Context: an optimization exercise on an open-source flow, tuned for small area. The choices shown serve that exercise and are no tape-out recipe. The RTL was checked by simulation tests, not by an equivalence proof against the original design.

`design/flow/config.mk`:
```
export PLATFORM = sky130hd
export DESIGN_NAME = game_of_silicon
export DESIGN_NICKNAME = game_of_silicon
export VERILOG_FILES = /design/flow/design.v
export SDC_FILE = /design/flow/constraint.sdc
export NUM_CORES = 8
export LEC_CHECK = 0
export ABC_AREA = 0
export CAP_MARGIN = 20
export CORE_MARGIN = 2
export CORE_UTILIZATION = 45
export SLEW_MARGIN = 20
export SYNTH_HIERARCHICAL = 1
```
`design/flow/flow/fanout.tcl`:
```
# Keep nets small: no driver may feed more than 40 pins, so placement's
# repair_design builds buffer trees whose nets stay short.
set_max_fanout 40 [current_design]
```
`design/flow/flow/unbuf.tcl`:
```
# Timing-driven global placement buffers some flip-flop outputs although every
# path has hundreds of ns of slack; take those buffers out again (the port
# buffers stay).  repair_design in the resize step adds back any buffer a
# slew or capacitance limit needs.
set block [ord::get_db_block]
set removed 0
for {set pass 0} {$pass < 4} {incr pass} {
  set victims {}
  foreach inst [$block getInsts] {
    set name [$inst getName]
    if {[string match input* $name] || [string match output* $name]} { continue }
    if {![regexp {^sky130_fd_sc_hd__buf_[0-9]+$} [[$inst getMaster] getName]]} { continue }
    set a [$inst findITerm A]
    set x [$inst findITerm X]
    if {$a eq "NULL" || $x eq "NULL"} { continue }
    set in_net [$a getNet]
    set out_net [$x getNet]
    if {$in_net eq "NULL" || $out_net eq "NULL"} { continue }
    if {[llength [$out_net getBTerms]] > 0 || [llength [$in_net getBTerms]] > 0} { continue }
    set drv ""
    foreach it [$in_net getITerms] {
      if {[$it isOutputSignal]} { set drv [$it getInst] }
    }
    if {$drv eq ""} { continue }
    if {[string match "*dfxtp*" [[$drv getMaster] getName]]} { lappend victims $inst }
  }
  if {[llength $victims] == 0} { break }
  foreach inst $victims {
    set in_net [[$inst findITerm A] getNet]
    set out_net [[$inst findITerm X] getNet]
    set loads {}
    foreach it [$out_net getITerms] {
      if {[$it getInst] ne $inst} { lappend loads $it }
    }
    foreach it $loads {
      $it disconnect
      $it connect $in_net
    }
    odb::dbInst_destroy $inst
    odb::dbNet_destroy $out_net
    incr removed
  }
}
puts "unbuf: removed $removed buffers on flip-flop outputs"
```
`design/flow/constraint.sdc`:
```
create_clock -name core_clock -period 400.0 [get_ports {clk}]
set_input_delay 80.0000 -clock core_clock [delete_from_list [all_inputs] [get_ports {clk}]]
set_output_delay 80.0000 -clock core_clock [all_outputs]
set_load 0.01 [all_outputs]
```
`design/flow/flow/run.sh`:
```
#!/bin/bash
# Layout flow: the standard flow (standard.sh: ORFS synthesis to finish),
# with these changes to how the layout is made:
#  - the port buffers that ORFS puts on every input and output are the
#    smallest buffer cell (buf_1) instead of ORFS's default pick;
#  - placement keeps every net to at most 40 pins (flow/fanout.tcl);
#  - after global placement, the buffers that timing-driven placement put on
#    flip-flop outputs are taken out again (flow/unbuf.tcl);
#  - after the resize step, logic cells that drive only a few pins are swapped
#    to the smallest drive strength of the same function (flow/downsize.tcl),
#    placement buffers are made buf_2, and repair_design then fixes any slew
#    or capacitance limit;
#  - the clock tree uses larger sink clusters and no dummy loads.
# Every tool's output goes to standard_run.log here and to ORFS's own logs
# under orfs/logs.
set -o pipefail
HERE=$(pwd)
export BUFFER_PORTS_ARGS="-buffer_cell sky130_fd_sc_hd__buf_1"
export CTS_ARGS="-sink_clustering_enable -repair_clock_nets -dont_use_dummy_load -sink_clustering_size 7 -sink_clustering_max_diameter 45 -buf_list {sky130_fd_sc_hd__clkbuf_4}"
export PRE_GLOBAL_PLACE_TCL="$HERE/flow/fanout.tcl"
export POST_GLOBAL_PLACE_TCL="$HERE/flow/unbuf.tcl"
export POST_RESIZE_TCL="$HERE/flow/downsize.tcl"
bash standard.sh > standard_run.log 2>&1
```
`design/flow/design.v`:
```
module gos_ha (input logic a, b, output logic s, c);
  assign s = a ^ b;
  assign c = a & b;
endmodule
module gos_fa (input logic a, b, ci, output logic s, co);
  assign s  = a ^ b ^ ci;
  assign co = (a & b) | (ci & (a ^ b));
endmodule
module gos_xor2 (input logic a, b, output logic y);
  assign y = a ^ b;
endmodule
module gos_a21o (input logic a1, a2, b1, output logic y);
  assign y = (a1 & a2) | b1;
endmodule
module gos_colsum (input logic d0, d1, s, output logic c0, c1);
  gos_xor2 u_x (.a(d0), .b(s), .y(c0));
  gos_a21o u_o (.a1(d0), .a2(s), .b1(d1), .y(c1));
endmodule
module gos_cellnext #(parameter U1Z = 0) (
    input  logic u0, u1, k, n0, s,
    input  logic nsel_f, sel_h, sel_l, sel_s,
    input  logic lg, sv,
    output logic d
);
  logic u1e, f;
  assign u1e = U1Z ? 1'b0 : u1;
  assign f = ~nsel_f & ~u1e & (u0 ^ k) & (n0 | s);
  assign d = f | (sel_h & s) | (sel_l & lg) | (sel_s & sv);
endmodule
module gos_add3 #(parameter N = 3) (input logic a, b, ci, output logic s, co);
  if (N == 3) begin : g3
    gos_fa u (.a(a), .b(b), .ci(ci), .s(s), .co(co));
  end else if (N == 2) begin : g2
    gos_ha u (.a(a), .b(b), .s(s), .c(co));
  end else begin : g1
    assign s  = a;
    assign co = 1'b0;
  end
endmodule
module gos_sbit #(parameter NY = 4) (
    input logic [3:0] z, input logic hs,
    input logic [3:0] y, input logic sq,
    output logic d
);
  logic [3:0] ze;
  assign ze = z & ((4'b1 << NY) - 4'b1);
  assign d = (ze[0] & y[0]) | (ze[1] & y[1]) | (ze[2] & y[2]) | (ze[3] & y[3]) | (hs & sq);
endmodule
module gos_life (
    input  logic [299:0] g,
    input  logic [299:0] lg,
    input  logic [299:0] sv,
    input  logic nsel_f, sel_h, sel_l, sel_s,
    output logic [299:0] gn,
    output logic [299:0] pn0, pk, pu0, pu1, pc0, pc1
);
  logic [299:0] d0, d1, c0, c1, n0, k, u0, u1;
  genvar x, y;
  for (y = 0; y < 15; y++) begin : row
    for (x = 0; x < 20; x++) begin : col
      localparam int I = y * 20 + x;
      if (y > 0 && y < 14) begin : gd
        gos_ha u_d (.a(g[I-20]), .b(g[I+20]), .s(d0[I]), .c(d1[I]));
        gos_colsum u_c (.d0(d0[I]), .d1(d1[I]), .s(g[I]), .c0(c0[I]), .c1(c1[I]));
      end else if (y == 0) begin : gt
        assign d0[I] = g[I+20];
        assign d1[I] = 1'b0;
        gos_ha u_c (.a(d0[I]), .b(g[I]), .s(c0[I]), .c(c1[I]));
      end else begin : gb
        assign d0[I] = g[I-20];
        assign d1[I] = 1'b0;
        gos_ha u_c (.a(d0[I]), .b(g[I]), .s(c0[I]), .c(c1[I]));
      end
    end
  end
  for (y = 0; y < 15; y++) begin : row2
    for (x = 0; x < 20; x++) begin : col2
      localparam int I = y * 20 + x;
      localparam int NL = (x > 0 ? 1 : 0) + (x < 19 ? 1 : 0);
      localparam int NH = NL + ((y > 0 && y < 14) ? 1 : 0);
      logic lo_b, lo_c, hi_a, hi_b, hi_c;
      logic l0, l1, r0, r1;
      if (x > 0) begin : gl
        assign l0 = c0[I-1];
        assign l1 = c1[I-1];
      end else begin : gl0
        assign l0 = 1'b0;
        assign l1 = 1'b0;
      end
      if (x < 19) begin : gr
        assign r0 = c0[I+1];
        assign r1 = c1[I+1];
      end else begin : gr0
        assign r0 = 1'b0;
        assign r1 = 1'b0;
      end
      assign lo_b = (x > 0) ? l0 : r0;
      assign lo_c = (x > 0 && x < 19) ? r0 : 1'b0;
      gos_add3 #(.N(NL + 1)) u_lo (.a(d0[I]), .b(lo_b), .ci(lo_c), .s(n0[I]), .co(k[I]));
      if (y > 0 && y < 14) begin : gh3
        assign hi_a = d1[I];
        assign hi_b = (x > 0) ? l1 : r1;
        assign hi_c = (x > 0 && x < 19) ? r1 : 1'b0;
      end else begin : gh2
        assign hi_a = (x > 0) ? l1 : r1;
        assign hi_b = (x > 0 && x < 19) ? r1 : 1'b0;
        assign hi_c = 1'b0;
      end
      gos_add3 #(.N(NH)) u_hi (.a(hi_a), .b(hi_b), .ci(hi_c), .s(u0[I]), .co(u1[I]));
      gos_cellnext #(.U1Z(NH == 1 ? 1 : 0)) u_n (
          .u0(u0[I]), .u1(u1[I]), .k(k[I]), .n0(n0[I]), .s(g[I]),
          .nsel_f(nsel_f), .sel_h(sel_h), .sel_l(sel_l), .sel_s(sel_s),
          .lg(lg[I]), .sv(sv[I]), .d(gn[I]));
    end
  end
  assign pn0 = n0;
  assign pk  = k;
  assign pu0 = u0;
  assign pu1 = u1;
  assign pc0 = c0;
  assign pc1 = c1;
endmodule
module gos_gen (
    input  logic [299:0] s,
    input  logic rst, reset,
    output logic [299:0] sn
);
  logic [299:0] y;
  logic [3:0] z;
  logic hs;
  genvar i;
  assign y[0] = ~s[3];
  for (i = 1; i < 300; i++) begin : xs
    if (i < 297) begin : g
      gos_xor2 u (.a(s[i]), .b(s[i+3]), .y(y[i]));
    end else begin : t
      assign y[i] = s[i];
    end
  end
  gos_selgen u_sel (.rst(rst), .reset(reset), .sh(y[1:0]), .z(z), .hs(hs));
  assign sn[0] = 1'b0;
  for (i = 1; i < 300; i++) begin : sb
    localparam int NY = (i < 3) ? i + 1 : 4;
    logic [3:0] yy;
    assign yy[0] = y[i];
    assign yy[1] = (i >= 1) ? y[(i >= 1) ? i-1 : 0] : 1'b0;
    assign yy[2] = (i >= 2) ? y[(i >= 2) ? i-2 : 0] : 1'b0;
    assign yy[3] = (i >= 3) ? y[(i >= 3) ? i-3 : 0] : 1'b0;
    gos_sbit #(.NY(NY)) u (.z(z), .hs(hs), .y(yy), .sq(s[i]), .d(sn[i]));
  end
endmodule
module gos_selgen (input logic rst, reset, input logic [1:0] sh,
                   output logic [3:0] z, output logic hs);
  assign z  = {4{~rst & reset}} & (4'b1 << sh);
  assign hs = ~rst & ~reset;
endmodule
module gos_vga (
    input  logic rst,
    input  logic [5:0] hs, vs,
    input  logic [4:0] hc,
    input  logic [3:0] vc,
    output logic [5:0] hs_n, vs_n,
    output logic [4:0] hc_n,
    output logic [3:0] vc_n,
    output logic hsync, vsync,
    output logic [19:0] colsel,
    output logic [14:0] rowsel
);
  logic vadv;
  logic [3:0] ca, ra, rb;
  logic [4:0] cb;
  gos_hcnt u_h (.rst(rst), .hs(hs), .hc(hc), .hs_n(hs_n), .hc_n(hc_n), .vadv(vadv), .hsync(hsync));
  gos_vcnt u_v (.rst(rst), .vadv(vadv), .vs(vs), .vc(vc), .vs_n(vs_n), .vc_n(vc_n), .vsync(vsync));
  gos_pre2 u_ca (.a(hc[1:0]), .yn(ca));
  gos_pre3 u_cb (.a(hc[4:2]), .yn(cb));
  gos_pre2 u_ra (.a(vc[1:0]), .yn(ra));
  gos_pre2 u_rb (.a(vc[3:2]), .yn(rb));
  for (genvar i = 0; i < 20; i++) begin : cs
    gos_nor2 u (.a(ca[i % 4]), .b(cb[i / 4]), .y(colsel[i]));
  end
  for (genvar i = 0; i < 15; i++) begin : rs
    gos_nor2 u (.a(ra[i % 4]), .b(rb[i / 4]), .y(rowsel[i]));
  end
endmodule
module gos_nor2 (input logic a, b, output logic y);
  assign y = ~(a | b);
endmodule
module gos_pre2 (input logic [1:0] a, output logic [3:0] yn);
  for (genvar i = 0; i < 4; i++) begin : p
    assign yn[i] = (a != 2'(i));
  end
endmodule
module gos_pre3 (input logic [2:0] a, output logic [4:0] yn);
  for (genvar i = 0; i < 5; i++) begin : p
    assign yn[i] = (a != 3'(i));
  end
endmodule
module gos_hcnt (input logic rst, input logic [5:0] hs, input logic [4:0] hc,
                 output logic [5:0] hs_n, output logic [4:0] hc_n, output logic vadv, hsync);
  logic hsw, hwrap;
  assign hsw   = hs[5] & hs[2] & hs[1] & hs[0];
  assign hwrap = hc[4] & hc[3] & hc[1] & (hs == 6'd16);
  assign hs_n  = (rst | hwrap | hsw) ? 6'd0 : hs + 6'd1;
  assign hc_n  = (rst | hwrap) ? 5'd0 : hc + {4'd0, hsw};
  assign vadv  = (hc == 5'd20) & (hs == 6'd0);
  assign hsync = ((hc == 5'd20) & (hs != 6'd0)) | (hc == 5'd21) | (hc == 5'd22) |
                 ((hc == 5'd23) & (hs <= 6'd8));
endmodule
module gos_vcnt (input logic rst, vadv, input logic [5:0] vs, input logic [3:0] vc,
                 output logic [5:0] vs_n, output logic [3:0] vc_n, output logic vsync);
  logic vsw, vwrap;
  assign vsw   = vs[5] & vs[2] & vs[1] & vs[0];
  assign vwrap = (&vc) & (vs == 6'd28);
  assign vs_n  = (rst | (vadv & (vsw | vwrap))) ? 6'd0 : vs + {5'd0, vadv};
  assign vc_n  = rst ? 4'd0 : vc + {3'd0, vadv & (vsw | vwrap)};
  assign vsync = (&vc) & (vs >= 6'd1) & (vs <= 6'd4);
endmodule
module gos_aoi222 (input logic a1, a2, b1, b2, c1, c2, output logic y);
  assign y = ~((a1 & a2) | (b1 & b2) | (c1 & c2));
endmodule
module gos_aoi22 (input logic a1, a2, b1, b2, output logic y);
  assign y = ~((a1 & a2) | (b1 & b2));
endmodule
module gos_rowpix (input logic [19:0] g, colsel, input logic rowsel, output logic yn);
  logic [6:0] t;
  for (genvar i = 0; i < 6; i++) begin : a
    gos_aoi222 u (.a1(g[3*i]), .a2(colsel[3*i]), .b1(g[3*i+1]), .b2(colsel[3*i+1]),
                  .c1(g[3*i+2]), .c2(colsel[3*i+2]), .y(t[i]));
  end
  gos_aoi22 u6 (.a1(g[18]), .a2(colsel[18]), .b1(g[19]), .b2(colsel[19]), .y(t[6]));
  gos_rowcomb u_c (.t(t), .rowsel(rowsel), .yn(yn));
endmodule
module gos_rowcomb (input logic [6:0] t, input logic rowsel, output logic yn);
  assign yn = ~(rowsel & ~(&t));
endmodule
module gos_pixel (input logic [299:0] g, input logic [19:0] colsel, input logic [14:0] rowsel, input logic rst,
                  output logic pix);
  logic [14:0] rn;
  for (genvar r = 0; r < 15; r++) begin : rr
    gos_rowpix u (.g(g[r*20 +: 20]), .colsel(colsel), .rowsel(rowsel[r]), .yn(rn[r]));
  end
  gos_pixcomb u_c (.rn(rn), .rst(rst), .pix(pix));
endmodule
module gos_pixcomb (input logic [14:0] rn, input logic rst, output logic pix);
  assign pix = ~rst & ~(&rn);
endmodule
module gos_count (
    input  logic [299:0] g, pn0, pk, pu0, pu1, pc0, pc1,
    output logic [8:0] n
);
  logic t1, t2, t3, t4, t5, t6, t7, t8, t9, t10, t11, t12, t13, t14, t15, t16, t17, t18, t19, t20, t21, t22, t23, t24, t25, t26, t27, t28, t29, t30, t31, t32, t33, t34, t35, t36, t37, t38, t39, t40, t41, t42, t43, t44, t45, t46, t47, t48, t49, t50, t51, t52, t53, t54, t55, t56, t57, t58, t59, t60, t61, t62, t63, t64, t65, t66, t67, t68, t69, t70, t71, t72, t73, t74, t75, t76, t77, t78, t79, t80, t81, t82, t83, t84, t85, t86, t87, t88, t89, t90, t91, t92, t93, t94, t95, t96, t97, t98, t99, t100, t101, t102, t103, t104, t105, t106, t107, t108, t109, t110, t111, t112, t113, t114, t115, t116, t117, t118, t119, t120, t121, t122, t123, t124, t125, t126, t127, t128, t129, t130, t131, t132, t133, t134, t135, t136, t137, t138, t139, t140, t141, t142, t143, t144, t145, t146, t147, t148, t149, t150, t151, t152, t153, t154, t155, t156, t157, t158, t159, t160, t161, t162, t163, t164, t165, t166, t167, t168, t169, t170, t171, t172, t173, t174, t175, t176, t177, t178, t179, t180, t181, t182, t183, t184, t185, t186, t187, t188, t189, t190, t191, t192, t193, t194, t195, t196, t197, t198, t199, t200, t201, t202, t203, t204, t205, t206, t207, t208, t209, t210, t211, t212, t213, t214, t215, t216, t217, t218, t219, t220, t221, t222, t223, t224, t225, t226, t227, t228, t229, t230, t231, t232, t233, t234, t235, t236, t237, t238, t239, t240, t241, t242, t243, t244, t245, t246, t247, t248, t249, t250, t251, t252, t253, t254, t255, t256, t257, t258, t259, t260, t261, t262, t263, t264, t265, t266, t267, t268, t269, t270, t271, t272, t273, t274, t275, t276, t277, t278, t279, t280, t281, t282, t283, t284, t285, t286, t287, t288, t289, t290, t291, t292, t293, t294, t295, t296, t297, t298, t299, t300, t301, t302, t303, t304, t305, t306, t307, t308, t309, t310, t311, t312, t313, t314, t315, t316, t317, t318, t319, t320, t321, t322, t323, t324, t325, t326, t327, t328, t329, t330, t331, t332;
  gos_fa u_t1 (.a(pn0[21]), .b(g[21]), .ci(pn0[24]), .s(t1), .co(t2));
  gos_fa u_t3 (.a(g[24]), .b(pn0[27]), .ci(g[27]), .s(t3), .co(t4));
  gos_fa u_t5 (.a(pn0[30]), .b(g[30]), .ci(pn0[33]), .s(t5), .co(t6));
  gos_fa u_t7 (.a(g[33]), .b(pn0[36]), .ci(g[36]), .s(t7), .co(t8));
  gos_fa u_t9 (.a(pc0[38]), .b(pc0[39]), .ci(pn0[81]), .s(t9), .co(t10));
  gos_fa u_t11 (.a(g[81]), .b(pn0[84]), .ci(g[84]), .s(t11), .co(t12));
  gos_fa u_t13 (.a(pn0[87]), .b(g[87]), .ci(pn0[90]), .s(t13), .co(t14));
  gos_fa u_t15 (.a(g[90]), .b(pn0[93]), .ci(g[93]), .s(t15), .co(t16));
  gos_fa u_t17 (.a(pn0[96]), .b(g[96]), .ci(pc0[98]), .s(t17), .co(t18));
  gos_fa u_t19 (.a(pc0[99]), .b(pn0[141]), .ci(g[141]), .s(t19), .co(t20));
  gos_fa u_t21 (.a(pn0[144]), .b(g[144]), .ci(pn0[147]), .s(t21), .co(t22));
  gos_fa u_t23 (.a(g[147]), .b(pn0[150]), .ci(g[150]), .s(t23), .co(t24));
  gos_fa u_t25 (.a(pn0[153]), .b(g[153]), .ci(pn0[156]), .s(t25), .co(t26));
  gos_fa u_t27 (.a(g[156]), .b(pc0[158]), .ci(pc0[159]), .s(t27), .co(t28));
  gos_fa u_t29 (.a(pn0[201]), .b(g[201]), .ci(pn0[204]), .s(t29), .co(t30));
  gos_fa u_t31 (.a(g[204]), .b(pn0[207]), .ci(g[207]), .s(t31), .co(t32));
  gos_fa u_t33 (.a(pn0[210]), .b(g[210]), .ci(pn0[213]), .s(t33), .co(t34));
  gos_fa u_t35 (.a(g[213]), .b(pn0[216]), .ci(g[216]), .s(t35), .co(t36));
  gos_fa u_t37 (.a(pc0[218]), .b(pc0[219]), .ci(pn0[261]), .s(t37), .co(t38));
  gos_fa u_t39 (.a(g[261]), .b(pn0[264]), .ci(g[264]), .s(t39), .co(t40));
  gos_fa u_t41 (.a(pn0[267]), .b(g[267]), .ci(pn0[270]), .s(t41), .co(t42));
  gos_fa u_t43 (.a(g[270]), .b(pn0[273]), .ci(g[273]), .s(t43), .co(t44));
  gos_fa u_t45 (.a(pn0[276]), .b(g[276]), .ci(pc0[278]), .s(t45), .co(t46));
  gos_fa u_t47 (.a(pc0[279]), .b(t1), .ci(t3), .s(t47), .co(t48));
  gos_fa u_t49 (.a(t5), .b(t7), .ci(t9), .s(t49), .co(t50));
  gos_fa u_t51 (.a(t11), .b(t13), .ci(t15), .s(t51), .co(t52));
  gos_fa u_t53 (.a(t17), .b(t19), .ci(t21), .s(t53), .co(t54));
  gos_fa u_t55 (.a(t23), .b(t25), .ci(t27), .s(t55), .co(t56));
  gos_fa u_t57 (.a(t29), .b(t31), .ci(t33), .s(t57), .co(t58));
  gos_fa u_t59 (.a(t35), .b(t37), .ci(t39), .s(t59), .co(t60));
  gos_fa u_t61 (.a(t41), .b(t43), .ci(t45), .s(t61), .co(t62));
  gos_fa u_t63 (.a(t47), .b(t49), .ci(t51), .s(t63), .co(t64));
  gos_fa u_t65 (.a(t53), .b(t55), .ci(t57), .s(t65), .co(t66));
  gos_fa u_t67 (.a(t59), .b(t61), .ci(t63), .s(t67), .co(t68));
  gos_ha u_t69 (.a(t65), .b(t67), .s(t69), .c(t70));
  gos_fa u_t71 (.a(pk[21]), .b(pu0[21]), .ci(pk[24]), .s(t71), .co(t72));
  gos_fa u_t73 (.a(pu0[24]), .b(pk[27]), .ci(pu0[27]), .s(t73), .co(t74));
  gos_fa u_t75 (.a(pk[30]), .b(pu0[30]), .ci(pk[33]), .s(t75), .co(t76));
  gos_fa u_t77 (.a(pu0[33]), .b(pk[36]), .ci(pu0[36]), .s(t77), .co(t78));
  gos_fa u_t79 (.a(pc1[38]), .b(pc1[39]), .ci(pk[81]), .s(t79), .co(t80));
  gos_fa u_t81 (.a(pu0[81]), .b(pk[84]), .ci(pu0[84]), .s(t81), .co(t82));
  gos_fa u_t83 (.a(pk[87]), .b(pu0[87]), .ci(pk[90]), .s(t83), .co(t84));
  gos_fa u_t85 (.a(pu0[90]), .b(pk[93]), .ci(pu0[93]), .s(t85), .co(t86));
  gos_fa u_t87 (.a(pk[96]), .b(pu0[96]), .ci(pc1[98]), .s(t87), .co(t88));
  gos_fa u_t89 (.a(pc1[99]), .b(pk[141]), .ci(pu0[141]), .s(t89), .co(t90));
  gos_fa u_t91 (.a(pk[144]), .b(pu0[144]), .ci(pk[147]), .s(t91), .co(t92));
  gos_fa u_t93 (.a(pu0[147]), .b(pk[150]), .ci(pu0[150]), .s(t93), .co(t94));
  gos_fa u_t95 (.a(pk[153]), .b(pu0[153]), .ci(pk[156]), .s(t95), .co(t96));
  gos_fa u_t97 (.a(pu0[156]), .b(pc1[158]), .ci(pc1[159]), .s(t97), .co(t98));
  gos_fa u_t99 (.a(pk[201]), .b(pu0[201]), .ci(pk[204]), .s(t99), .co(t100));
  gos_fa u_t101 (.a(pu0[204]), .b(pk[207]), .ci(pu0[207]), .s(t101), .co(t102));
  gos_fa u_t103 (.a(pk[210]), .b(pu0[210]), .ci(pk[213]), .s(t103), .co(t104));
  gos_fa u_t105 (.a(pu0[213]), .b(pk[216]), .ci(pu0[216]), .s(t105), .co(t106));
  gos_fa u_t107 (.a(pc1[218]), .b(pc1[219]), .ci(pk[261]), .s(t107), .co(t108));
  gos_fa u_t109 (.a(pu0[261]), .b(pk[264]), .ci(pu0[264]), .s(t109), .co(t110));
  gos_fa u_t111 (.a(pk[267]), .b(pu0[267]), .ci(pk[270]), .s(t111), .co(t112));
  gos_fa u_t113 (.a(pu0[270]), .b(pk[273]), .ci(pu0[273]), .s(t113), .co(t114));
  gos_fa u_t115 (.a(pk[276]), .b(pu0[276]), .ci(pc1[278]), .s(t115), .co(t116));
  gos_fa u_t117 (.a(pc1[279]), .b(t2), .ci(t4), .s(t117), .co(t118));
  gos_fa u_t119 (.a(t6), .b(t8), .ci(t10), .s(t119), .co(t120));
  gos_fa u_t121 (.a(t12), .b(t14), .ci(t16), .s(t121), .co(t122));
  gos_fa u_t123 (.a(t18), .b(t20), .ci(t22), .s(t123), .co(t124));
  gos_fa u_t125 (.a(t24), .b(t26), .ci(t28), .s(t125), .co(t126));
  gos_fa u_t127 (.a(t30), .b(t32), .ci(t34), .s(t127), .co(t128));
  gos_fa u_t129 (.a(t36), .b(t38), .ci(t40), .s(t129), .co(t130));
  gos_fa u_t131 (.a(t42), .b(t44), .ci(t46), .s(t131), .co(t132));
  gos_fa u_t133 (.a(t48), .b(t50), .ci(t52), .s(t133), .co(t134));
  gos_fa u_t135 (.a(t54), .b(t56), .ci(t58), .s(t135), .co(t136));
  gos_fa u_t137 (.a(t60), .b(t62), .ci(t64), .s(t137), .co(t138));
  gos_fa u_t139 (.a(t66), .b(t68), .ci(t70), .s(t139), .co(t140));
  gos_fa u_t141 (.a(t71), .b(t73), .ci(t75), .s(t141), .co(t142));
  gos_fa u_t143 (.a(t77), .b(t79), .ci(t81), .s(t143), .co(t144));
  gos_fa u_t145 (.a(t83), .b(t85), .ci(t87), .s(t145), .co(t146));
  gos_fa u_t147 (.a(t89), .b(t91), .ci(t93), .s(t147), .co(t148));
  gos_fa u_t149 (.a(t95), .b(t97), .ci(t99), .s(t149), .co(t150));
  gos_fa u_t151 (.a(t101), .b(t103), .ci(t105), .s(t151), .co(t152));
  gos_fa u_t153 (.a(t107), .b(t109), .ci(t111), .s(t153), .co(t154));
  gos_fa u_t155 (.a(t113), .b(t115), .ci(t117), .s(t155), .co(t156));
  gos_fa u_t157 (.a(t119), .b(t121), .ci(t123), .s(t157), .co(t158));
  gos_fa u_t159 (.a(t125), .b(t127), .ci(t129), .s(t159), .co(t160));
  gos_fa u_t161 (.a(t131), .b(t133), .ci(t135), .s(t161), .co(t162));
  gos_fa u_t163 (.a(t137), .b(t139), .ci(t141), .s(t163), .co(t164));
  gos_fa u_t165 (.a(t143), .b(t145), .ci(t147), .s(t165), .co(t166));
  gos_fa u_t167 (.a(t149), .b(t151), .ci(t153), .s(t167), .co(t168));
  gos_fa u_t169 (.a(t155), .b(t157), .ci(t159), .s(t169), .co(t170));
  gos_fa u_t171 (.a(t161), .b(t163), .ci(t165), .s(t171), .co(t172));
  gos_fa u_t173 (.a(t167), .b(t169), .ci(t171), .s(t173), .co(t174));
  gos_fa u_t175 (.a(pu1[21]), .b(pu1[24]), .ci(pu1[27]), .s(t175), .co(t176));
  gos_fa u_t177 (.a(pu1[30]), .b(pu1[33]), .ci(pu1[36]), .s(t177), .co(t178));
  gos_fa u_t179 (.a(pu1[81]), .b(pu1[84]), .ci(pu1[87]), .s(t179), .co(t180));
  gos_fa u_t181 (.a(pu1[90]), .b(pu1[93]), .ci(pu1[96]), .s(t181), .co(t182));
  gos_fa u_t183 (.a(pu1[141]), .b(pu1[144]), .ci(pu1[147]), .s(t183), .co(t184));
  gos_fa u_t185 (.a(pu1[150]), .b(pu1[153]), .ci(pu1[156]), .s(t185), .co(t186));
  gos_fa u_t187 (.a(pu1[201]), .b(pu1[204]), .ci(pu1[207]), .s(t187), .co(t188));
  gos_fa u_t189 (.a(pu1[210]), .b(pu1[213]), .ci(pu1[216]), .s(t189), .co(t190));
  gos_fa u_t191 (.a(pu1[261]), .b(pu1[264]), .ci(pu1[267]), .s(t191), .co(t192));
  gos_fa u_t193 (.a(pu1[270]), .b(pu1[273]), .ci(pu1[276]), .s(t193), .co(t194));
  gos_fa u_t195 (.a(t72), .b(t74), .ci(t76), .s(t195), .co(t196));
  gos_fa u_t197 (.a(t78), .b(t80), .ci(t82), .s(t197), .co(t198));
  gos_fa u_t199 (.a(t84), .b(t86), .ci(t88), .s(t199), .co(t200));
  gos_fa u_t201 (.a(t90), .b(t92), .ci(t94), .s(t201), .co(t202));
  gos_fa u_t203 (.a(t96), .b(t98), .ci(t100), .s(t203), .co(t204));
  gos_fa u_t205 (.a(t102), .b(t104), .ci(t106), .s(t205), .co(t206));
  gos_fa u_t207 (.a(t108), .b(t110), .ci(t112), .s(t207), .co(t208));
  gos_fa u_t209 (.a(t114), .b(t116), .ci(t118), .s(t209), .co(t210));
  gos_fa u_t211 (.a(t120), .b(t122), .ci(t124), .s(t211), .co(t212));
  gos_fa u_t213 (.a(t126), .b(t128), .ci(t130), .s(t213), .co(t214));
  gos_fa u_t215 (.a(t132), .b(t134), .ci(t136), .s(t215), .co(t216));
  gos_fa u_t217 (.a(t138), .b(t140), .ci(t142), .s(t217), .co(t218));
  gos_fa u_t219 (.a(t144), .b(t146), .ci(t148), .s(t219), .co(t220));
  gos_fa u_t221 (.a(t150), .b(t152), .ci(t154), .s(t221), .co(t222));
  gos_fa u_t223 (.a(t156), .b(t158), .ci(t160), .s(t223), .co(t224));
  gos_fa u_t225 (.a(t162), .b(t164), .ci(t166), .s(t225), .co(t226));
  gos_fa u_t227 (.a(t168), .b(t170), .ci(t172), .s(t227), .co(t228));
  gos_fa u_t229 (.a(t174), .b(t175), .ci(t177), .s(t229), .co(t230));
  gos_fa u_t231 (.a(t179), .b(t181), .ci(t183), .s(t231), .co(t232));
  gos_fa u_t233 (.a(t185), .b(t187), .ci(t189), .s(t233), .co(t234));
  gos_fa u_t235 (.a(t191), .b(t193), .ci(t195), .s(t235), .co(t236));
  gos_fa u_t237 (.a(t197), .b(t199), .ci(t201), .s(t237), .co(t238));
  gos_fa u_t239 (.a(t203), .b(t205), .ci(t207), .s(t239), .co(t240));
  gos_fa u_t241 (.a(t209), .b(t211), .ci(t213), .s(t241), .co(t242));
  gos_fa u_t243 (.a(t215), .b(t217), .ci(t219), .s(t243), .co(t244));
  gos_fa u_t245 (.a(t221), .b(t223), .ci(t225), .s(t245), .co(t246));
  gos_fa u_t247 (.a(t227), .b(t229), .ci(t231), .s(t247), .co(t248));
  gos_fa u_t249 (.a(t233), .b(t235), .ci(t237), .s(t249), .co(t250));
  gos_fa u_t251 (.a(t239), .b(t241), .ci(t243), .s(t251), .co(t252));
  gos_fa u_t253 (.a(t245), .b(t247), .ci(t249), .s(t253), .co(t254));
  gos_ha u_t255 (.a(t251), .b(t253), .s(t255), .c(t256));
  gos_fa u_t257 (.a(t176), .b(t178), .ci(t180), .s(t257), .co(t258));
  gos_fa u_t259 (.a(t182), .b(t184), .ci(t186), .s(t259), .co(t260));
  gos_fa u_t261 (.a(t188), .b(t190), .ci(t192), .s(t261), .co(t262));
  gos_fa u_t263 (.a(t194), .b(t196), .ci(t198), .s(t263), .co(t264));
  gos_fa u_t265 (.a(t200), .b(t202), .ci(t204), .s(t265), .co(t266));
  gos_fa u_t267 (.a(t206), .b(t208), .ci(t210), .s(t267), .co(t268));
  gos_fa u_t269 (.a(t212), .b(t214), .ci(t216), .s(t269), .co(t270));
  gos_fa u_t271 (.a(t218), .b(t220), .ci(t222), .s(t271), .co(t272));
  gos_fa u_t273 (.a(t224), .b(t226), .ci(t228), .s(t273), .co(t274));
  gos_fa u_t275 (.a(t230), .b(t232), .ci(t234), .s(t275), .co(t276));
  gos_fa u_t277 (.a(t236), .b(t238), .ci(t240), .s(t277), .co(t278));
  gos_fa u_t279 (.a(t242), .b(t244), .ci(t246), .s(t279), .co(t280));
  gos_fa u_t281 (.a(t248), .b(t250), .ci(t252), .s(t281), .co(t282));
  gos_fa u_t283 (.a(t254), .b(t256), .ci(t257), .s(t283), .co(t284));
  gos_fa u_t285 (.a(t259), .b(t261), .ci(t263), .s(t285), .co(t286));
  gos_fa u_t287 (.a(t265), .b(t267), .ci(t269), .s(t287), .co(t288));
  gos_fa u_t289 (.a(t271), .b(t273), .ci(t275), .s(t289), .co(t290));
  gos_fa u_t291 (.a(t277), .b(t279), .ci(t281), .s(t291), .co(t292));
  gos_fa u_t293 (.a(t283), .b(t285), .ci(t287), .s(t293), .co(t294));
  gos_fa u_t295 (.a(t289), .b(t291), .ci(t293), .s(t295), .co(t296));
  gos_fa u_t297 (.a(t258), .b(t260), .ci(t262), .s(t297), .co(t298));
  gos_fa u_t299 (.a(t264), .b(t266), .ci(t268), .s(t299), .co(t300));
  gos_fa u_t301 (.a(t270), .b(t272), .ci(t274), .s(t301), .co(t302));
  gos_fa u_t303 (.a(t276), .b(t278), .ci(t280), .s(t303), .co(t304));
  gos_fa u_t305 (.a(t282), .b(t284), .ci(t286), .s(t305), .co(t306));
  gos_fa u_t307 (.a(t288), .b(t290), .ci(t292), .s(t307), .co(t308));
  gos_fa u_t309 (.a(t294), .b(t296), .ci(t297), .s(t309), .co(t310));
  gos_fa u_t311 (.a(t299), .b(t301), .ci(t303), .s(t311), .co(t312));
  gos_fa u_t313 (.a(t305), .b(t307), .ci(t309), .s(t313), .co(t314));
  gos_ha u_t315 (.a(t311), .b(t313), .s(t315), .c(t316));
  gos_fa u_t317 (.a(t298), .b(t300), .ci(t302), .s(t317), .co(t318));
  gos_fa u_t319 (.a(t304), .b(t306), .ci(t308), .s(t319), .co(t320));
  gos_fa u_t321 (.a(t310), .b(t312), .ci(t314), .s(t321), .co(t322));
  gos_fa u_t323 (.a(t316), .b(t317), .ci(t319), .s(t323), .co(t324));
  gos_ha u_t325 (.a(t321), .b(t323), .s(t325), .c(t326));
  gos_fa u_t327 (.a(t318), .b(t320), .ci(t322), .s(t327), .co(t328));
  gos_fa u_t329 (.a(t324), .b(t326), .ci(t327), .s(t329), .co(t330));
  gos_ha u_t331 (.a(t328), .b(t330), .s(t331), .c(t332));
  assign n = {t332, t331, t329, t325, t315, t295, t255, t173, t69};
endmodule
module gos_display (
    input  logic [8:0] n,
    input  logic rst, tick,
    input  logic [1:0] m,
    input  logic [3:0] code,
    output logic [3:0] code_n,
    output logic [7:0] segment_pins,
    output logic [3:0] display_select
);
  logic [3:0] ones, tens;
  logic [1:0] hund;
  logic [3:0] ksel;
  logic hold;
  gos_bcd2 u_bcd (.n(n), .ones(ones), .tens(tens), .hund(hund));
  gos_ksel u_kp (.rst(rst), .tick(tick), .m(m), .ksel(ksel), .hold(hold));
  for (genvar b = 0; b < 4; b++) begin : cb
    gos_codebit #(.HB(b < 2)) u (.rst(rst), .hold(hold), .ksel(ksel), .o(ones[b]), .t(tens[b]),
                                 .h(hund[b < 2 ? b : 0]), .q(code[b]), .d(code_n[b]));
  end
  gos_seg7 u_seg (.c(code), .seg(segment_pins[6:0]));
  assign segment_pins[7] = 1'b0;
  gos_dsel u_ds (.c(code), .m(m), .sel(display_select));
endmodule
module gos_ksel (input logic rst, tick, input logic [1:0] m,
                 output logic [3:0] ksel, output logic hold);
  logic t;
  assign t = tick & ~rst;
  assign ksel[0] = t & ~m[1] & ~m[0];
  assign ksel[1] = t & ~m[1] & m[0];
  assign ksel[2] = t & m[1] & ~m[0];
  assign ksel[3] = t & m[1] & m[0];
  assign hold = ~tick & ~rst;
endmodule
module gos_codebit #(parameter HB = 1) (input logic rst, hold, input logic [3:0] ksel,
                                        input logic o, t, h, q, output logic d);
  logic he;
  assign he = HB ? h : 1'b0;
  assign d = rst | (ksel[0] & o) | (ksel[1] & t) | (ksel[2] & he) | (hold & q);
endmodule
module gos_seg7 (input logic [3:0] c, output logic [6:0] seg);
  gos_s0 u0 (.c(c), .y(seg[0]));
  gos_s1 u1 (.c(c), .y(seg[1]));
  gos_s2 u2 (.c(c), .y(seg[2]));
  gos_s3 u3 (.c(c), .y(seg[3]));
  gos_s4 u4 (.c(c), .y(seg[4]));
  gos_s5 u5 (.c(c), .y(seg[5]));
  gos_s6 u6 (.c(c), .y(seg[6]));
endmodule
module gos_s0 (input logic [3:0] c, output logic y);
  assign y = ~(c[3] & c[2] | c[2] & ~c[1] & ~c[0] | ~c[3] & ~c[2] & ~c[1] & c[0]);
endmodule
module gos_s1 (input logic [3:0] c, output logic y);
  assign y = ~c[2] | ~c[1] & ~c[0] | ~c[3] & c[1] & c[0];
endmodule
module gos_s2 (input logic [3:0] c, output logic y);
  assign y = ~c[1] | ~c[3] & c[2] | ~c[2] & c[0];
endmodule
module gos_s3 (input logic [3:0] c, output logic y);
  assign y = ~(c[2] & c[1] & c[0] | c[2] & ~c[1] & ~c[0] | ~c[3] & ~c[2] & ~c[1] & c[0]);
endmodule
module gos_s4 (input logic [3:0] c, output logic y);
  assign y = ~c[0] & (~c[2] | c[1]);
endmodule
module gos_s5 (input logic [3:0] c, output logic y);
  assign y = ~(c[1] & c[0] | ~c[2] & c[1] | ~c[3] & ~c[2] & c[0]);
endmodule
module gos_s6 (input logic [3:0] c, output logic y);
  assign y = ~(~c[3] & ~c[2] & ~c[1] | c[2] & c[1] & c[0]);
endmodule
module gos_dsel (input logic [3:0] c, input logic [1:0] m, output logic [3:0] sel);
  logic v;
  assign v = ~(&c);
  assign sel[0] = v & ~m[1] & m[0];
  assign sel[1] = v & m[1] & ~m[0];
  assign sel[2] = v & m[1] & m[0];
  assign sel[3] = v & ~m[1] & ~m[0];
endmodule
module gos_dd3 #(parameter TOP0 = 0) (input logic [3:0] x, output logic [3:0] y);
  logic x3;
  assign x3 = TOP0 ? 1'b0 : x[3];
  assign y[3] = x3 | (x[2] & x[0]) | (x[2] & x[1]);
  assign y[2] = (x3 & x[0]) | (x[2] & ~x[1] & ~x[0]);
  assign y[1] = (x3 & ~x[0]) | (~x[2] & x[1]) | (x[1] & x[0]);
  assign y[0] = (x3 & ~x[0]) | (~x3 & ~x[2] & x[0]) | (x[2] & x[1] & ~x[0]);
endmodule
module gos_bcd2 (input logic [8:0] n, output logic [3:0] ones, tens, output logic [1:0] hund);
  logic [3:0] a1,a2,a3,a4,a5,a6,b1,b2,b3;
  gos_dd3 #(1) u1 (.x({1'b0,n[8:6]}), .y(a1));
  gos_dd3 #(0) u2 (.x({a1[2:0],n[5]}), .y(a2));
  gos_dd3 #(0) u3 (.x({a2[2:0],n[4]}), .y(a3));
  gos_dd3 #(0) u4 (.x({a3[2:0],n[3]}), .y(a4));
  gos_dd3 #(1) v1 (.x({1'b0,a1[3],a2[3],a3[3]}), .y(b1));
  gos_dd3 #(0) u5 (.x({a4[2:0],n[2]}), .y(a5));
  gos_dd3 #(0) v2 (.x({b1[2:0],a4[3]}), .y(b2));
  gos_dd3 #(0) u6 (.x({a5[2:0],n[1]}), .y(a6));
  gos_dd3 #(0) v3 (.x({b2[2:0],a5[3]}), .y(b3));
  assign ones = {a6[2:0], n[0]};
  assign tens = {b3[2:0], a6[3]};
  assign hund = {b2[3], b3[3]};   
endmodule
module game_of_silicon (
    input logic clk,
    input logic rst,
    input logic reset,
    input logic load,
    input logic [299:0] load_grid,
    output logic [299:0] grid_out,
    output logic [7:0] segment_pins,
    output logic [3:0] display_select,
    output logic [2:0] rgb,
    output logic vsync,
    output logic hsync
);
  logic [299:0] grid;
  logic [299:1] gen;        
  logic [6:0]   tcnt;       
  logic [3:0]   code;
  logic [5:0]   hs, vs;
  logic [4:0]   hc;
  logic [3:0]   vc;
  logic         pix_q;
  logic [299:0] grid_n, gen_n;
  logic [6:0]   tcnt_n;
  logic [3:0]   code_n;
  logic [5:0]   hs_n, vs_n;
  logic [4:0]   hc_n;
  logic [3:0]   vc_n;
  logic         pix;
  always_ff @(posedge clk) begin
    grid  <= grid_n;
    gen   <= gen_n[299:1];
    tcnt  <= tcnt_n;
    code  <= code_n;
    hs    <= hs_n;
    vs    <= vs_n;
    hc    <= hc_n;
    vc    <= vc_n;
    pix_q <= pix;
  end
  logic tick_display, tick_generation;
  gos_ticks u_ticks (.rst(rst), .t(tcnt), .t_n(tcnt_n), .td(tick_display), .tg(tick_generation));
  logic nsel_f, sel_h, sel_l, sel_s;
  gos_gridsel u_gsel (.rst(rst), .load(load), .reset(reset), .step(tick_generation),
                      .nsel_f(nsel_f), .sel_h(sel_h), .sel_l(sel_l), .sel_s(sel_s));
  logic [299:0] pn0, pk, pu0, pu1, pc0, pc1;
  gos_life u_life (.g(grid), .lg(load_grid), .sv({gen, 1'b0}), .nsel_f(nsel_f), .sel_h(sel_h),
                   .sel_l(sel_l), .sel_s(sel_s), .gn(grid_n),
                   .pn0(pn0), .pk(pk), .pu0(pu0), .pu1(pu1), .pc0(pc0), .pc1(pc1));
  gos_gen u_gen (.s({gen, 1'b0}), .rst(rst), .reset(reset), .sn(gen_n));
  logic [8:0] n;
  gos_count u_cnt (.g(grid), .pn0(pn0), .pk(pk), .pu0(pu0), .pu1(pu1), .pc0(pc0), .pc1(pc1), .n(n));
  gos_display u_disp (.n(n), .rst(rst), .tick(tick_display), .m(tcnt[5:4]), .code(code),
                      .code_n(code_n), .segment_pins(segment_pins),
                      .display_select(display_select));
  logic [19:0] colsel;
  logic [14:0] rowsel;
  gos_vga u_vga (.rst(rst), .hs(hs), .vs(vs), .hc(hc), .vc(vc), .hs_n(hs_n), .vs_n(vs_n),
                 .hc_n(hc_n), .vc_n(vc_n), .hsync(hsync), .vsync(vsync),
                 .colsel(colsel), .rowsel(rowsel));
  gos_pixel u_pix (.g(grid), .colsel(colsel), .rowsel(rowsel), .rst(rst), .pix(pix));
  assign grid_out = grid;
  assign rgb = {pix_q, 1'b0, pix_q};
endmodule
module gos_ticks (input logic rst, input logic [6:0] t, output logic [6:0] t_n,
                  output logic td, tg);
  assign td  = (t[3:0] == 4'hf);
  assign tg  = (t == 7'd63);
  assign t_n = rst ? 7'd8 : t + 7'd1;
endmodule
module gos_gridsel (input logic rst, load, reset, step,
                    output logic nsel_f, sel_h, sel_l, sel_s);
  assign sel_l  = ~rst & load;
  assign sel_s  = ~rst & ~load & ~reset;
  assign sel_h  = ~rst & ~load & reset & ~step;
  assign nsel_f = ~(~rst & ~load & reset & step);
endmodule
```
`design/flow/standard.sh`:
```
#!/bin/bash
# synth_recipe.tcl (not shown) runs the flow's synth.tcl, then flattens the netlist and writes it again
# the make line also repeats each setting of config.mk as NAME=value (left out here)
make -C /OpenROAD-flow-scripts/flow DESIGN_CONFIG=/design/flow/config.mk WORK_HOME=/design/flow/orfs CLKGATE_MAP_FILE= SYNTH_SCRIPT=/design/flow/synth_recipe.tcl "${@:-finish}"
```
`design/flow/flow/downsize.tcl`:
```
# Swap logic cells to the smallest drive strength of the same function when
# they drive only a few pins; repair_design afterwards fixes any slew or
# capacitance limit the smaller cells break.
set block [ord::get_db_block]
set db [ord::get_db]
set swapped 0
set saved 0.0
foreach inst [$block getInsts] {
  set master [$inst getMaster]
  set name [$master getName]
  if {![regexp {^(sky130_fd_sc_hd__[a-z0-9]+)_([0-9]+)$} $name -> base drive]} { continue }
  if {$drive <= 1} { continue }
  # leave clock-tree, delay and port buffers alone
  set short [string range $base 16 end]
  if {[regexp {^(clkbuf|clkinv|clkdly|dlygate|dlymetal|bufinv|buf|conb|diode|tap|fill|decap|df|dl|sdf|edf|sedf)} $short]} { continue }
  # fanout of the output pins
  set fanout 0
  foreach it [$inst getITerms] {
    if {[$it isOutputSignal]} {
      set net [$it getNet]
      if {$net ne "NULL"} { set fanout [expr {$fanout + [llength [$net getITerms]] - 1 + [llength [$net getBTerms]]}] }
    }
  }
  if {$fanout > 6} { continue }
  set best ""
  set best_area [expr {[$master getWidth] * [$master getHeight]}]
  foreach d {1 0} {
    set cand [$db findMaster ${base}_$d]
    if {$cand eq "NULL"} { continue }
    set a [expr {[$cand getWidth] * [$cand getHeight]}]
    if {$a < $best_area} { set best $cand; set best_area $a }
  }
  if {$best eq ""} { continue }
  set old [expr {[$master getWidth] * [$master getHeight]}]
  replace_cell [$inst getName] [$best getName]
  incr swapped
  set saved [expr {$saved + ($old - $best_area) / 1e6}]
}
# buffers that placement put into high-fanout nets: buf_2 is enough for
# nearly all of them (repair_design below upsizes any that is not)
set bufswapped 0
foreach inst [$block getInsts] {
  set name [[$inst getMaster] getName]
  if {![regexp {^sky130_fd_sc_hd__buf_([0-9]+)$} $name -> drive]} { continue }
  if {$drive <= 2} { continue }
  if {[string match input* [$inst getName]] || [string match output* [$inst getName]]} { continue }
  replace_cell [$inst getName] sky130_fd_sc_hd__buf_2
  incr bufswapped
}
puts "downsize: swapped $swapped cells, [format %.1f $saved] um2 less; $bufswapped buffers to buf_2"
estimate_parasitics -placement
repair_design
```
==> results of run 1 <==
## sequential cells by signal (all words and copies together) (netlist names), 4 cells and up
signal / cells
vs: 6
hs: 6
tcnt: 7
code: 4
hc: 5
grid: 300
vc: 4
gen: 299
## critical path, cell delays in order
cell and delay (ns):
sky130_fd_sc_hd__clkbuf_2 0.47, sky130_fd_sc_hd__nand4bb_1 0.83, sky130_fd_sc_hd__buf_2 0.87, sky130_fd_sc_hd__buf_2 0.95, sky130_fd_sc_hd__buf_2 0.75, sky130_fd_sc_hd__buf_2 0.76
sky130_fd_sc_hd__o41ai_1 0.17
## placed cells by master, fill, tap and decap left out, types with 9 or more instances in the layout
cell / count
sky130_fd_sc_hd__nor2_1: 344
sky130_fd_sc_hd__a222oi_1: 690
sky130_fd_sc_hd__ha_1: 406
sky130_fd_sc_hd__xor2_1: 563
sky130_fd_sc_hd__clkbuf_4: 141
sky130_fd_sc_hd__diode_2: 9
sky130_fd_sc_hd__dfxtp_1: 632
sky130_fd_sc_hd__buf_2: 89
sky130_fd_sc_hd__o21a_1: 9
sky130_fd_sc_hd__o21ai_1: 18
sky130_fd_sc_hd__nand3_1: 25
sky130_fd_sc_hd__xnor2_1: 307
sky130_fd_sc_hd__fa_1: 665
sky130_fd_sc_hd__o41ai_1: 297
sky130_fd_sc_hd__nand2b_1: 22
sky130_fd_sc_hd__o21ai_0: 16
sky130_fd_sc_hd__nand4_1: 20
sky130_fd_sc_hd__a22oi_1: 316
sky130_fd_sc_hd__a21o_1: 260
sky130_fd_sc_hd__nand2_1: 318
sky130_fd_sc_hd__nor2_4: 14
sky130_fd_sc_hd__a21oi_1: 26
sky130_fd_sc_hd__inv_1: 19
sky130_fd_sc_hd__buf_1: 617
## path summary, 6_finish.rpt
| path | from | end | slack (ns) | cells after the start |
|---|---|---|---|---|
| hold / removal | tcnt[0]$_DFF_P_ | tcnt[0]$_DFF_P_ | 0.44 | 1 |
| setup reg to reg | grid[42]$_DFF_P_ | code[1]$_DFF_P_ | 385.14 | 37 |
| setup / recovery | rst | grid[111]$_DFF_P_ | 316.13 | 7 |
| hold reg to reg | tcnt[0]$_DFF_P_ | tcnt[0]$_DFF_P_ | 0.44 | 1 |
## area by class of cell
| cell class | count | area share |
|---|---|---|
| multi-input combinational | 4398 | 0.7018 |
| sequential | 632 | 0.2023 |
| timing repair buffer | 708 | 0.04432 |
| tap | 1650 | 0.03301 |
| clock buffer | 141 | 0.01693 |
| inverter | 21 | 0.001261 |
| antenna | 9 | 0.0003602 |
## per-stage QoR
step,hold slack [ns],instances,worst slack [ns],cell area (µm²)
2_1_floorplan,0.4132,5090,303.80,56980
3_3_place_gp,0.4270,7519,316.18,62690
3_5_place_dp,0.4273,7409,314.99,61450
4_1_cts,0.4435,7550,316.21,62510
5_1_grt,0.4532,7554,315.93,62520
6_report,0.4444,7559,316.13,62530
## routing by layer
layer	wire (µm)	vias to the layer above	global-route usage
met5	50	-	0.002220
met4	16260	4	0.2214
met3	28050	744	0.08852
met2	107300	3703	0.5550
met1	91680	26430	0.4730
li1	-	22350	-
==> qor.log, run 1 <==
INFO  worst_setup_path worst_ep_arrival_time=84.87ns
INFO  die            die_w=359.8µm
INFO  timing         period_minus_slack=83.88ns
INFO  logic_synthesis synthesis.yosys.warnings=7
INFO  worst_setup_path required_worst_endpoint=400.99ns
INFO  clocking       clock_tree.buffer_depth=3
INFO  route          vias=53,240
INFO  timing         hold_viol_final=0
INFO  logic_synthesis post_synth_inst_count=5,089
INFO  timing         maxSlewViolCount=0
INFO  global_route   grt_pass1_vias=52,210
INFO  logic_synthesis syn_area=56,980µm²
INFO  timing         final.setup.tns=0ns
INFO  job            maxCapViolCount=0
INFO  global_route   globalRouteTotalUtil=0.3664
INFO  clocking       cts.clk_slew.worst_paths=0.06ns
INFO  clocking       cts.sink_count=632
INFO  layout         final_util=0.4980
INFO  die            design.portCount=621
INFO  route          drt-total-wl=243.3mm
INFO  worst_setup_path worstSetupStartpointType=primary input
INFO  timing         timing_worst_slew_pin_value=1.105ns
INFO  clocking       number_of_gates_resized_after_cts=0
INFO  layout         drive_gt1_frac=0.04339
INFO  die            dieHeight=359.8µm
INFO  clocking       post-cts-setup-buffers=0
INFO  placed_design  detailedPlacementHpwl=183.9mm
INFO  timing         rsz0062_at_grt=no
INFO  route          vias_per_cell=7.043
INFO  route          avgRoutedWirePerCell=32.19µm
INFO  clocking       cts_root_cell=sky130_fd_sc_hd__clkbuf_4
INFO  worst_setup_path critical_path_end_type=register
INFO  layout         syn_to_final_growth=9.745%
INFO  worst_setup_path path_class=primary input to register
INFO  global_route   grt_overflow=0
INFO  clocking       number_of_buffers_added_by_the_clock_tree_synthesis_step=141
INFO  route          first_pass_iters=14
INFO  die            placement_rows=130
INFO  layout         multi_input_gate_area_in_the_final_layout=43,880µm²
INFO  die            floorplan.die_area=129,500µm²
INFO  global_route   antenna_found_initial=10
INFO  worst_hold_path hold_class=register to register
INFO  layout         register_area=12,650µm²
INFO  status         status=complete, no violations
INFO  worst_setup_path maximum_fanout_along_the_worst_path=39
INFO  layout         net_count_reported_at_finish=7,277
INFO  clocking       clkLatencyLatePin=1.23ns
INFO  global_route   grt_start_max_net_pins=41
INFO  timing         setup_violations=0
INFO  route          route.antenna.remaining_nets=0
INFO  route          post-route-drc-count=0
INFO  clocking       post_cts_hold_buffer_count=0
INFO  layout         fillers=11,740
INFO  logic_synthesis post_synth.cell_area_avg=11.20µm²
INFO  global_route   grt_first_pass_wirelength=354.5mm
INFO  die            floorplan.initialDensity=0.4538
INFO  timing         final.setup_skew=0.1159ns
INFO  clocking       clock_tree_from_tritoncts=yes
INFO  timing         worst_slew_margin_rel=0.2617
INFO  clocking       htree_levels=4
INFO  placed_design  portBuffers=618
INFO  timing         final_period_util=0.2097
INFO  timing         max_freq=0.01192GHz
INFO  die            core_area=125,600µm²
INFO  route          drt_iter0_drc=9,696
==> run 2, diff against run 1 <==
--- a/design/flow/flow/run.sh
+++ b/design/flow/flow/run.sh
@@ -16,7 +16,7 @@
 set -o pipefail
 HERE=$(pwd)
 export BUFFER_PORTS_ARGS="-buffer_cell sky130_fd_sc_hd__buf_1"
-export CTS_ARGS="-sink_clustering_enable -repair_clock_nets -dont_use_dummy_load -sink_clustering_size 7 -sink_clustering_max_diameter 45 -buf_list {sky130_fd_sc_hd__clkbuf_4}"
+export CTS_ARGS="-sink_clustering_enable -repair_clock_nets -dont_use_dummy_load -sink_clustering_size 8 -sink_clustering_max_diameter 50 -buf_list {sky130_fd_sc_hd__clkbuf_4 sky130_fd_sc_hd__clkbuf_8}"
 export PRE_GLOBAL_PLACE_TCL="$HERE/flow/fanout.tcl"
 export POST_GLOBAL_PLACE_TCL="$HERE/flow/unbuf.tcl"
 export POST_RESIZE_TCL="$HERE/flow/downsize.tcl"
==> run 2 against run 1 <==
Routed wire length grew 0.19%. Global-route usage is 0.069 points lower. Register-to-register slack better by 0.06 ns. Worst hold slack got worse by 0.0035 ns.
==> qor.log, run 2 <==
INFO  clocking       clkLatencyLatePin=0.88ns
INFO  timing         max_freq=0.01187GHz
INFO  clocking       clock_tree.buffer_depth=3
INFO  clocking       cts_root_cell=sky130_fd_sc_hd__clkbuf_8
INFO  global_route   grt_pass1_vias=52,170
INFO  layout         final_cell_count_no_fill=7,533
INFO  timing         period_minus_slack=84.23ns
INFO  route          first_pass_iters=14
INFO  clocking       cts.clk_slew.worst_paths=0.06ns
INFO  route          route.antenna.remaining_nets=0
INFO  logic_synthesis synthesis.yosys.warnings=7
INFO  placed_design  post_dp_cell_area=61,450µm²
INFO  worst_setup_path setup.worst_path.start=rst
INFO  global_route   grt_start_max_net_pins=41
INFO  route          met1_length=92.23mm
INFO  worst_setup_path worst-r2r-cell-count=37
INFO  status         status=complete, no violations
INFO  die            die_w=359.8µm
INFO  die            core_area=125,600µm²
INFO  layout         syn_to_final_growth=10.72%
INFO  clocking       number_of_buffers_added_by_the_clock_tree_synthesis_step=118
INFO  timing         hold_viol_final=0
INFO  placed_design  portBuffers=618
INFO  layout         fin_area=63,090µm²
INFO  worst_setup_path cp_cell_sequence=clkbuf_2 > nand4bb_1 > buf_2 > buf_2 > buf_2 > buf_2 > o41ai_1
INFO  worst_setup_path slowest_cell_on_the_critical_path=sky130_fd_sc_hd__buf_2
INFO  die            placement_rows=130
INFO  timing         worst_slew_margin_rel=0.2717
INFO  timing         rsz0062_at_grt=no
INFO  layout         largest_register=grid
INFO  timing         timing_worst_slew_pin_value=1.092ns
INFO  worst_setup_path worst_ep_arrival_time=84.89ns
INFO  worst_hold_path hold_class=register to register
INFO  route          vias=53,150
INFO  worst_setup_path reg2reg_to=code[1]$_DFF_P_
INFO  route          wl_met3=27.59mm
INFO  die            dieHeight=359.8µm
INFO  worst_hold_path whs_path_depth=1
INFO  layout         largest_registers=grid (300), gen (299), tcnt (7)
INFO  worst_setup_path cp_top_family=buffers and inverters
INFO  layout         largest_reg_flops=300
INFO  die            floorplan.die_area=129,500µm²
INFO  global_route   globalRouteTotalUtil=0.3657
INFO  worst_setup_path cp.depth=7
INFO  route          drt-total-wl=243.8mm
INFO  clocking       htree_levels=3
INFO  route          vias_per_cell=7.055
INFO  timing         final.setup.tns=0ns
INFO  clocking       post-cts-setup-buffers=0
INFO  job            maxCapViolCount=0
INFO  worst_setup_path critical_path.max_stage_delay=0.96ns
INFO  die            design.portCount=621
INFO  placed_design  detailedPlacementHpwl=183.9mm
INFO  worst_setup_path cp-endpoint=grid[138]$_DFF_P_
INFO  layout         net_count_reported_at_finish=7,254
INFO  timing         worst_slack=315.78ns
INFO  logic_synthesis syn_area=56,980µm²
INFO  worst_setup_path cpMostUsedCell=sky130_fd_sc_hd__buf_2
INFO  layout         final_common_cell=sky130_fd_sc_hd__a222oi_1
INFO  worst_setup_path maximum_fanout_along_the_worst_path=39
INFO  worst_setup_path required_worst_endpoint=400.67ns
INFO  layout         drive_gt1_frac=0.03965
INFO  worst_setup_path worst-r2r-setup-slack=385.20ns
INFO  timing         maxSlewViolCount=0
INFO  timing         final.setup_skew=0.07713ns
INFO  logic_synthesis post_synth_inst_count=5,089
INFO  timing         final_hold_slack=0.4409ns
INFO  global_route   grt_overflow=0
INFO  die            floorplan.initialDensity=0.4538
INFO  logic_synthesis post_synth.cell_area_avg=11.20µm²
INFO  clocking       post_cts_hold_buffer_count=0
INFO  global_route   antenna_found_initial=6
INFO  layout         most_used_cells_in_the_layout_excluding_fill_and_tap_cells=sky130_fd_sc_hd__a222oi_1, sky130_fd_sc_hd__fa_1, sky130_fd_sc_hd__dfxtp_1, sky130_fd_sc_hd__buf_1, sky130_fd_sc_hd__xor2_1
INFO  timing         setup_violations=0
INFO  route          avgRoutedWirePerCell=32.36µm
INFO  global_route   grt_first_pass_wirelength=354.6mm
INFO  route          detailroute.wirelength.met2=107.9mm
INFO  timing         final_period_util=0.2106
INFO  clocking       cts.sink_count=632
INFO  worst_setup_path path_buf_inv=5
INFO  route          drt_iter0_drc=10,090
INFO  route          dr.max_layer_used=met4
INFO  route          post-route-drc-count=0
INFO  worst_setup_path critical_path_end_type=register
INFO  worst_setup_path path_class=primary input to register
INFO  placed_design  dp.cells=7,409
INFO  placed_design  dp_worst_setup_slack=314.99ns
INFO  clocking       clock_tree_from_tritoncts=yes
INFO  clocking       number_of_gates_resized_after_cts=0
INFO  worst_setup_path reg2reg_from=grid[42]$_DFF_P_
INFO  worst_setup_path worstSetupStartpointType=primary input
## run 2: cell type report
class / count / area [µm²]
diodes: 6 / 15.01
repair buffers: 708 / 2771
multi-input cells: 4398 / 43880
clock buffers: 118 / 1624
flip-flops and latches: 632 / 12650
fillers: 11670 / 62480
well taps: 1650 / 2064
inverters: 21 / 78.83
## run 2: worst min-delay path by stage
stage	from	end	slack [ns]
floorplan	tcnt[0]$_DFF_P_	tcnt[0]$_DFF_P_	0.41
global placement	tcnt[0]$_DFF_P_	tcnt[0]$_DFF_P_	0.43
detailed placement	tcnt[0]$_DFF_P_	tcnt[0]$_DFF_P_	0.43
CTS	tcnt[0]$_DFF_P_	tcnt[0]$_DFF_P_	0.44
global route	tcnt[0]$_DFF_P_	tcnt[0]$_DFF_P_	0.45
finish	tcnt[0]$_DFF_P_	tcnt[0]$_DFF_P_	0.44
## run 2: stage by stage
stage,util
after floorplan,-
after global placement,0.4993
after detailed placement,0.4894
after CTS,0.5023
after global routing,0.5024
final,0.5024
## run 2: routing by layer
metal  track usage  up-vias
li1              -    22260
met1        0.4762    26470
met2        0.5574     3724
met3       0.08266      695
met4        0.2127        0
met5             0        -
==> run 3, diff against run 2 <==
--- a/design/flow/flow/run.sh
+++ b/design/flow/flow/run.sh
@@ -16,7 +16,7 @@
 set -o pipefail
 HERE=$(pwd)
 export BUFFER_PORTS_ARGS="-buffer_cell sky130_fd_sc_hd__buf_1"
-export CTS_ARGS="-sink_clustering_enable -repair_clock_nets -dont_use_dummy_load -sink_clustering_size 8 -sink_clustering_max_diameter 50 -buf_list {sky130_fd_sc_hd__clkbuf_4 sky130_fd_sc_hd__clkbuf_8}"
+export CTS_ARGS="-sink_clustering_enable -repair_clock_nets -dont_use_dummy_load -sink_clustering_size 22 -sink_clustering_max_diameter 120 -buf_list {sky130_fd_sc_hd__clkbuf_8 sky130_fd_sc_hd__clkbuf_16}"
 export PRE_GLOBAL_PLACE_TCL="$HERE/flow/fanout.tcl"
 export POST_GLOBAL_PLACE_TCL="$HERE/flow/unbuf.tcl"
 export POST_RESIZE_TCL="$HERE/flow/downsize.tcl"
==> run 3 against run 2 <==
Critical path depth did not move. Worst setup slack got worse by 0.19 ns. Via count fell by 1.2%. Critical endpoint unchanged. Highest routed layer is now met5.
==> qor.log, run 3 <==
INFO  clocking       clock_tree.buffer_depth=3
INFO  worst_setup_path path_buf_inv=5
INFO  die            placement_rows=130
INFO  worst_setup_path worstSetupStartpointType=primary input
INFO  worst_setup_path critical_path_end_type=register
INFO  global_route   grt_pass1_vias=51,410
INFO  global_route   grt_overflow=0
INFO  timing         worst_slew_margin_rel=0.2536
INFO  timing         period_minus_slack=84.41ns
INFO  route          first_pass_iters=14
INFO  timing         maxSlewViolCount=0
INFO  worst_hold_path hold_class=register to register
INFO  worst_setup_path cpMostUsedCell=sky130_fd_sc_hd__buf_2
INFO  die            design.portCount=621
INFO  die            core_area=125,600µm²
INFO  clocking       post-cts-setup-buffers=0
INFO  layout         syn_to_final_growth=9.535%
INFO  worst_setup_path cp_top_family=buffers and inverters
INFO  route          vias=52,540
INFO  worst_setup_path maximum_fanout_along_the_worst_path=39
INFO  clocking       post_cts_hold_buffer_count=0
INFO  timing         final.setup_skew=0.03664ns
INFO  die            die_w=359.8µm
INFO  layout         largest_register=grid
INFO  global_route   grt_first_pass_wirelength=352.4mm
INFO  status         status=complete, no violations
INFO  logic_synthesis syn_area=56,980µm²
INFO  worst_setup_path slowest_cell_on_the_critical_path=sky130_fd_sc_hd__buf_2
INFO  global_route   globalRouteTotalUtil=0.3624
INFO  placed_design  dp.cells=7,409
INFO  layout         largest_registers=grid (300), gen (299), tcnt (7)
INFO  die            dieHeight=359.8µm
INFO  timing         final_period_util=0.2110
INFO  clocking       cts_root_cell=sky130_fd_sc_hd__clkbuf_16
INFO  timing         hold_viol_final=0
INFO  route          vias_per_cell=7.051
INFO  layout         final_common_cell=sky130_fd_sc_hd__a222oi_1
INFO  timing         max_freq=0.01185GHz
INFO  timing         final.setup.tns=0ns
INFO  die            floorplan.die_area=129,500µm²
INFO  logic_synthesis post_synth_inst_count=5,089
INFO  route          route.antenna.remaining_nets=0
INFO  clocking       clkLatencyLatePin=0.66ns
INFO  logic_synthesis post_synth.cell_area_avg=11.20µm²
INFO  worst_setup_path worst_ep_arrival_time=84.90ns
INFO  timing         setup_violations=0
INFO  clocking       number_of_gates_resized_after_cts=0
INFO  logic_synthesis synthesis.yosys.warnings=7
INFO  worst_setup_path cp_cell_sequence=clkbuf_2 > nand4bb_1 > buf_2 > buf_2 > buf_2 > buf_2 > o41ai_1
INFO  route          drt_iter0_drc=9,533
INFO  route          drt-total-wl=242.3mm
INFO  clocking       htree_levels=2
INFO  global_route   grt_start_max_net_pins=41
INFO  layout         drive_gt1_frac=0.02639
INFO  layout         largest_reg_flops=300
INFO  route          avgRoutedWirePerCell=32.52µm
INFO  clocking       clock_tree_from_tritoncts=yes
INFO  clocking       cts.clk_slew.worst_paths=0.10ns
INFO  timing         rsz0062_at_grt=no
INFO  layout         most_used_cells_in_the_layout_excluding_fill_and_tap_cells=sky130_fd_sc_hd__a222oi_1, sky130_fd_sc_hd__fa_1, sky130_fd_sc_hd__dfxtp_1, sky130_fd_sc_hd__buf_1, sky130_fd_sc_hd__xor2_1
INFO  layout         net_count_reported_at_finish=7,174
INFO  global_route   antenna_found_initial=6
INFO  layout         final_cell_count_no_fill=7,451
run 3: worst paths after layout:
kind | depth (start not counted) | endpoint | startpoint | slack [ns]
max reg2reg | 36 | code[0]$_DFF_P_ | grid[42]$_DFF_P_ | 385.16
min reg2reg | 1 | tcnt[0]$_DFF_P_ | tcnt[0]$_DFF_P_ | 0.46
max | 7 | grid[138]$_DFF_P_ | rst | 315.59
min | 1 | tcnt[0]$_DFF_P_ | tcnt[0]$_DFF_P_ | 0.46
run 3: per-stage QoR:
| step | worst slack (ns) | utilization | hold WS (ns) | instance area (µm²) |
|---|---|---|---|---|
| after floorplan | 303.80 | - | 0.4132 | 56980 |
| final | 315.59 | 0.4970 | 0.4564 | 62410 |
| after global placement | 316.18 | 0.4993 | 0.4270 | 62690 |
| after CTS | 315.64 | 0.4970 | 0.4534 | 62400 |
| after global routing | 315.38 | 0.4970 | 0.4627 | 62400 |
| after detailed placement | 314.99 | 0.4894 | 0.4273 | 61450 |
run 3: area by class of cell:
cell class                      count  area, µm²
Sequential cell                   632      12650
Antenna cell                        4      10.01
Tap cell                         1650       2064
Clock buffer                       38      950.9
Multi-Input combinational cell   4398      43880
Timing Repair Buffer              708       2771
Inverter                           21      78.83
Fill cell                       11700      63160
run 3: worst register-to-register path, delay by kind of cell, from the launching register on:
kind,cells,cell delay (ns)
AO/OA/AOI/OAI,6,1.77
AND/OR/NAND/NOR,4,0.94
XOR/XNOR,1,0.34
flip-flops,1,0.80
adder cells (fa/ha/maj),25,10.88
run 3: layer usage:
| metal | vias to the layer above | track usage | part of all wire |
|---|---|---|---|
| li1 | 22060 | - | - |
| met1 | 26320 | 0.4727 | 0.38 |
| met2 | 3529 | 0.5581 | 0.44 |
| met3 | 619 | 0.07815 | 0.11 |
| met4 | 4 | 0.2028 | 0.064 |
| met5 | - | 0.002220 | 0.00023 |

## what the ideal ports hide
The flow's constraints put no driver on any port. The routed layouts listed below were extracted and timed again, unchanged, in two steps.
Step 1, drivers: a clkbuf_16 drives clk and a buf_2 each remaining input, both assumed.
Step 2, shift: input delay + t, output delay - t, t = (earliest + latest rising clock arrival at the registers) / 2. This alone moves slack from input paths to output paths.
Three values: no drivers, after step 1, after step 2; two values: the first two.
| run | t, ns | setup WS [ns] | worst slew at a driven data input, ns |
|---|---|---|---|
| run 1 | 1.253 | 316.125 / 316.177 / 314.924 | 0.15 |
| run 2 | 0.919 | 315.775 / 315.832 / 314.913 | 0.17 |
| run 3 | 0.716 | 315.589 / 315.644 / 314.928 | 0.14 |
After both steps every run listed still meets setup and hold. For run 1, which loses most, drivers alone change the setup slack by +0.052 ns; drivers and shift together by -1.201 ns.
